Context: an optimization exercise on an open-source flow, tuned for small area. The choices shown serve that exercise and are no tape-out recipe. Function was checked by simulation only, so behaviour that the tests miss may differ from the original. The clock input has no modelled driver; a real chip could not lean on it and would need a root buffer or a full tree. No activity file was given, so power comes from the tool's default toggle rates.

==> inputs of v17 <==
==> flow/design.v <==
module pdl
#(
          parameter N = 20,
          parameter OUT_NUM = 8
)
(
      input [N-1:0] wb,
      input [N-1:0] dl,
      input clk,
      input reset,
      input trigger,
      output reg delay_out
);
 reg s1, s2;
 reg [N-1:0] cnt;
 reg [N-1:0] tgt;
 reg in_dly, in_wid, load;
 wire rise  = s1 & ~s2;
 wire match = (cnt == tgt);
 wire idle  = ~in_dly & ~in_wid;
 wire [N-1:0] wg = wb & {N{in_dly}};
 wire [N:0] c;
 wire [N-1:0] sum;
 assign c[0] = 1'b0;
 genvar i;
 generate for (i = 0; i < N; i = i + 1) begin : g_add
     assign sum[i] = dl[i] ^ wg[i] ^ c[i];
     assign c[i+1] = (dl[i] & wg[i]) | (c[i] & (dl[i] ^ wg[i]));
 end endgenerate
 always @(posedge clk) begin
     s1 <= trigger;
     s2 <= s1;
     delay_out <= in_wid;
     cnt <= load ? {N{1'b0}} : cnt + 1'b1;
     if ((idle & rise) | (in_dly & match))
         tgt <= sum;
 end
 always @(posedge clk or negedge reset)
     if (~reset) begin
         in_dly <= 1'b0;
         in_wid <= 1'b0;
         load   <= 1'b1;
     end else if (idle) begin
         if (rise) begin
             load   <= 1'b1;
             in_dly <= 1'b1;
         end
     end else if (in_dly) begin
         load <= 1'b0;
         if (match) begin
             in_dly <= 1'b0;
             in_wid <= 1'b1;
         end
     end else begin
         if (match)
             in_wid <= 1'b0;
     end
endmodule
==> flow/flow/run.sh <==
#!/bin/bash
# Standard ORFS flow, with the port buffers made from the smallest buffer cell.
set -e
cp standard.sh standard_sh.log
cp config.mk config_orig.log
cat >> config.mk <<'EOT'
export BUFFER_PORTS_ARGS = -buffer_cell sky130_fd_sc_hd__buf_1
EOT
bash standard.sh > standard.log 2>&1
==> flow/standard.sh <==
#!/bin/bash
# synth_recipe.tcl (not shown) runs the flow's synth.tcl, then flattens the netlist and writes it again
# the make line also repeats each setting of config.mk as NAME=value (left out here)
make -C /OpenROAD-flow-scripts/flow DESIGN_CONFIG=/design/flow/config.mk WORK_HOME=/design/flow/orfs CLKGATE_MAP_FILE= SYNTH_SCRIPT=/design/flow/synth_recipe.tcl "${@:-finish}"
==> flow/config.mk <==
export PLATFORM = sky130hd
export DESIGN_NAME = pdl
export DESIGN_NICKNAME = pdl
export VERILOG_FILES = /design/flow/design.v
export SDC_FILE = /design/flow/constraint.sdc
export NUM_CORES = 4
export LEC_CHECK = 0
export CAP_MARGIN = 20
export CORE_MARGIN = 2
export CORE_UTILIZATION = 40
export SLEW_MARGIN = 20
export BUFFER_PORTS_ARGS = -buffer_cell sky130_fd_sc_hd__buf_1
==> flow/constraint.sdc <==
create_clock -name core_clock -period 10.0 [get_ports {clk}]
set_input_delay 2.0000 -clock core_clock [delete_from_list [all_inputs] [get_ports {clk}]]
set_output_delay 2.0000 -clock core_clock [all_outputs]
set_load 0.01 [all_outputs]
==> inputs of v15, as changes to v17 <==
--- a/flow/design.v
+++ b/flow/design.v
@@ -20,2 +20,10 @@
  wire idle  = ~in_dly & ~in_wid;
+ genvar i;
+ wire [N:0] ic;
+ wire [N-1:0] inc;
+ assign ic[0] = 1'b1;
+ generate for (i = 0; i < N; i = i + 1) begin : g_inc
+     assign inc[i] = cnt[i] ^ ic[i];
+     assign ic[i+1] = cnt[i] & ic[i];
+ end endgenerate
  wire [N-1:0] wg = wb & {N{in_dly}};
@@ -24,3 +32,2 @@
  assign c[0] = 1'b0;
- genvar i;
  generate for (i = 0; i < N; i = i + 1) begin : g_add
@@ -32,4 +39,4 @@
      s2 <= s1;
-     delay_out <= in_wid;
-     cnt <= load ? {N{1'b0}} : cnt + 1'b1;
+     delay_out <= in_wid & reset;
+     cnt <= load ? {N{1'b0}} : inc;
      if ((idle & rise) | (in_dly & match))
@@ -37,3 +44,3 @@
  end
- always @(posedge clk or negedge reset)
+ always @(posedge clk)
      if (~reset) begin
==> flow/flow/run.sh (replaced) <==
#!/bin/bash
# Standard ORFS flow with two changes:
#  - port buffers use the smallest buffer cell (buf_1);
#  - after CTS, the clock tree is rebuilt as KB_K leaf buffers fed directly
#    from the clock port (flow/kbuf.tcl), without TritonCTS's dummy loads.
set -e
HERE=$(pwd)
cp config.mk config_orig.log
cat >> config.mk <<EOT
export BUFFER_PORTS_ARGS = -buffer_cell sky130_fd_sc_hd__buf_1
export POST_CTS_TCL = $HERE/flow/post_cts.tcl
EOT
export KB_LEAF=sky130_fd_sc_hd__clkbuf_8 KB_K=3 KB_ROOT=none
bash standard.sh > standard.log 2>&1
==> flow/flow/kbuf.tcl (new file) <==
# Rebuild the clock tree: the clock port drives an optional root buffer, which
# drives K leaf buffers; the registers are split among the leaves by position
# (k-means). Settings: KB_LEAF (cell), KB_K, KB_ROOT (cell or "none").
proc kb_env {n d} { if {[info exists ::env($n)]} { return $::env($n) } ; return $d }
set leaf_master [kb_env KB_LEAF sky130_fd_sc_hd__clkbuf_8]
set K [kb_env KB_K 2]
set root_master [kb_env KB_ROOT none]
set block [ord::get_db_block]
set db [ord::get_db]
set root_net [[$block findBTerm clk] getNet]
set sinks {}; set bufs {}; set nets {}; set loads {}
set todo [list $root_net]
while {[llength $todo]} {
  set n [lindex $todo 0]; set todo [lrange $todo 1 end]
  foreach it [$n getITerms] {
    if {[$it isOutputSignal]} continue
    set inst [$it getInst]
    set m [[$inst getMaster] getName]
    if {[string match "clkload*" [$inst getName]]} { lappend loads $inst; continue }
    if {[string match "*clkbuf*" $m] || [string match "*__buf_*" $m]} {
      lappend bufs $inst
      foreach o [$inst getITerms] { if {[$o isOutputSignal] && [$o getNet] ne "NULL"} { lappend todo [$o getNet]; lappend nets [$o getNet] } }
    } elseif {[string match "*inv*" $m]} {
      error "inverter in clock tree: [$inst getName]"
    } else {
      lappend sinks $it
    }
  }
}
puts "kbuf: [llength $sinks] sinks; removing [llength $bufs] buffers, [llength $loads] dummy loads"
set pts {}
foreach it $sinks { set b [[$it getInst] getBBox]; lappend pts [list [expr {([$b xMin]+[$b xMax])/2}] [expr {([$b yMin]+[$b yMax])/2}]]; $it disconnect }
foreach inst [concat $bufs $loads] { foreach o [$inst getITerms] { $o disconnect }; odb::dbInst_destroy $inst }
foreach n $nets { odb::dbNet_destroy $n }
# k-means, seeded by spreading along x
set N [llength $pts]
set sorted [lsort -integer -index 0 $pts]
set cents {}
for {set k 0} {$k < $K} {incr k} { lappend cents [lindex $sorted [expr {int(($k+0.5)*$N/$K)}]] }
for {set iter 0} {$iter < 50} {incr iter} {
  set asg {}
  foreach p $pts {
    set best 0; set bd 1e18
    for {set k 0} {$k < $K} {incr k} { set c [lindex $cents $k]; set d [expr {abs([lindex $p 0]-[lindex $c 0]) + abs([lindex $p 1]-[lindex $c 1])}]; if {$d < $bd} { set bd $d; set best $k } }
    lappend asg $best
  }
  set nc {}
  for {set k 0} {$k < $K} {incr k} {
    set sx 0; set sy 0; set c 0
    foreach p $pts a $asg { if {$a == $k} { incr sx [lindex $p 0]; incr sy [lindex $p 1]; incr c } }
    if {$c} { lappend nc [list [expr {$sx / $c}] [expr {$sy / $c}]] } else { lappend nc [lindex $cents $k] }
  }
  set cents $nc
}
if {$root_master ne "none"} {
  set top_net [odb::dbNet_create $block clknet_root]
  $top_net setSigType CLOCK
  set r [odb::dbInst_create $block [$db findMaster $root_master] clkbuf_root]
  [$r findITerm A] connect $root_net
  [$r findITerm X] connect $top_net
  set sx 0; set sy 0; foreach c $cents { incr sx [lindex $c 0]; incr sy [lindex $c 1] }
  $r setLocation [expr {$sx / $K}] [expr {$sy / $K}]
  $r setPlacementStatus PLACED
} else {
  set top_net $root_net
}
for {set k 0} {$k < $K} {incr k} {
  set ln [odb::dbNet_create $block clknet_leaf_$k]
  $ln setSigType CLOCK
  set b [odb::dbInst_create $block [$db findMaster $leaf_master] clkbuf_leaf_$k]
  [$b findITerm A] connect $top_net
  [$b findITerm X] connect $ln
  set c 0
  foreach it $sinks a $asg { if {$a == $k} { $it connect $ln; incr c } }
  puts "kbuf: leaf $k: $c sinks"
  $b setLocation [lindex $cents $k 0] [lindex $cents $k 1]
  $b setPlacementStatus PLACED
}
==> flow/flow/post_cts.tcl (new file) <==
# Runs at the end of ORFS's CTS step: replace TritonCTS's tree with a flat
# one (see kbuf.tcl), then legalize and re-estimate.
source [file join [file dirname [info script]] kbuf.tcl]
detailed_placement
check_placement -verbose
estimate_parasitics -placement
report_worst_slack -max
report_worst_slack -min
CORE_UTILIZATION = 65   (was 40)
POST_CTS_TCL = /design/flow/flow/post_cts.tcl   (was default)
==> inputs of v37, as changes to v17 <==
==> flow/design.v (replaced) <==
module pdl  
#(
          parameter N = 20,
          parameter OUT_NUM = 8 
)   
(   
      input [N-1:0] wb,  
      input [N-1:0] dl,  
      input clk,  
      input reset,  
      input trigger,  
      output reg delay_out  
);
 reg [2:0] fsm_clk;
 reg [N-1:0] DL ;  
 reg [N-1:0] TH;  
 reg [N-1:0] counter;  
 reg trigger_sync_1,trigger_sync_2;  
 reg timer_delay_enable, timer_width_enable;
 wire trigger_rising,trigger_falling;  
 reg reset_det1,reset_det2; 
 reg TimerEn;
 reg LoadEnReg;
always @(posedge clk)  
 begin  
           trigger_sync_1 <= trigger;            
           trigger_sync_2 <= trigger_sync_1;     
           reset_det1 <= reset;  
           reset_det2 <= reset_det1;
 end 
 assign trigger_rising = trigger_sync_1 & (~trigger_sync_2);   
 assign trigger_falling = trigger_sync_2 & (~trigger_sync_1);   
always @(posedge clk or negedge reset)
if ( ~reset ) begin  
    counter <= {N{1'b0}};
 end
else
 begin
     begin
         if(LoadEnReg == 1'b1)
         begin
             counter <= {N{1'b0}};
         end
     else if (TimerEn == 1'b1)
     begin
         counter <= counter + 1'b1;
     end
 end
end
always @( posedge clk)
 begin
     case(fsm_clk)
         3'b000: delay_out <= 0; 
         3'b001: delay_out <= 0;
         3'b011: delay_out <= 1;
         default: ;
    endcase
 end
 always@(posedge clk or negedge reset)
 if (~ reset)
 begin
     fsm_clk <= 3'b000;
     TH <= {N{1'b0}};
     DL <= {N{1'b0}};
     LoadEnReg <= 1'b1;
     TimerEn <= 1'b0;
 end
 else
 begin
     case (fsm_clk)
         3'b000: begin
             if ( trigger_rising == 1 ) 
             begin
                LoadEnReg <= 1'b1;
                TimerEn <= 1'b0;
                DL <= dl;
                fsm_clk <= 3'b001;
            end
         end
         3'b001: begin
             LoadEnReg <= 1'b0;
             TimerEn <= 1'b1;
             if ( counter == DL )
             begin
                TH <= dl + wb;
                fsm_clk <= 3'b011;
            end
         end
         3'b011: begin
             if ( counter == TH )
             begin
                 fsm_clk <= 3'b000;
             end
         end
         default: ;
    endcase
end
endmodule
==> flow/run.sh (new file) <==
#!/bin/bash
# synth_recipe.tcl (not shown) runs the flow's synth.tcl, then flattens the netlist and writes it again
# the make line also repeats each setting of config.mk as NAME=value (left out here)
make -C /OpenROAD-flow-scripts/flow DESIGN_CONFIG=/design/flow/config.mk WORK_HOME=/design/flow/orfs CLKGATE_MAP_FILE= SYNTH_SCRIPT=/design/flow/synth_recipe.tcl finish
BUFFER_PORTS_ARGS = default   (was -buffer_cell sky130_fd_sc_hd__buf_1)
removed: flow/flow/run.sh
removed: flow/standard.sh
==> notes.md <==
Against v37, the synthesized cell count of v15 is smaller by about 60%.
Via count: v15 < v17 < v37.
Of v37 and v17, v37 has the higher clock power (gap 110%, measured against v17).
Maximum frequency, lowest first: v15, v17, v37.
In v37 the flip-flop and latch count is higher than in v15, by 21.
Cell area: v37 > v17 > v15.
==> figures <==
quantity	v37	v15	v17
Data-path buffer share of cell area in the final layout	0.0920	-	0.0618
Largest driver fanout on the critical path	5	1	1
Wire length of the first global-routing pass	16.9 mm	6.29 mm	6.40 mm
Endpoint of the worst hold path	trigger_sync_2$_DFF_P_	s2$_DFF_P_	s2$_DFF_P_
Most common library cell in the layout ignoring fill and taps	sky130_fd_sc_hd__dfrtp_1	sky130_fd_sc_hd__buf_1	sky130_fd_sc_hd__buf_1
R2R cell count	5	24	24
Number of gates resized after cts	0	-	0
Sequential fraction of total cell area	0.344	0.440	0.416
Run status	finished clean	finished clean	finished clean
Cell Pwr Density	156 nW/um^2	124 nW/um^2	168 nW/um^2
Instance area after placement	4670 um^2	2500 um^2	2650 um^2
Post-Route Utilization	0.478	0.758	0.467
Wire length on met3	351 um	123 um	140 um
Global Route met2 Usage	0.319	0.382	0.204
The clock cells of v15 come from the design's own scripts or RTL, not from TritonCTS.

==> afterwards: timing with drivers on the ports <==
In the flow no input, the clock included, has a driving cell. The finished layouts below were timed again as built, in two steps. Step 1: set_driving_cell puts a clkbuf_16 on clk and a buf_2 on each other input, an assumption about the parent block. Step 2, shift: input delay + t, output delay - t, t = (earliest + latest rising clock arrival at the registers) / 2. This alone moves slack from input paths to output paths. Three values: ideal ports, drivers, drivers and shift; two values: the first two.
| run | shift t [ns] | setup slack, ns | worst register clock-pin slew, ns | worst data-port slew with drivers (ns) | pins driven straight from the clock port |
|---|---|---|---|---|---|
| v17 | 0.322 | 0.487 / 0.492 / 0.170 | 0.08 / 0.08 | 0.03 | 1 |
| v15 | 0.194 | 0.254 / 0.277 / 0.084 | 0.10 / 0.10 | 0.04 | 3 |
| v37 | 0.384 | 5.653 / 5.661 / 5.277 | 0.08 / 0.08 | 0.04 | 1 |
After both steps every run listed still meets setup and hold. For v37, which loses most, drivers alone change the setup slack by +0.008 ns; drivers and shift together by -0.376 ns.
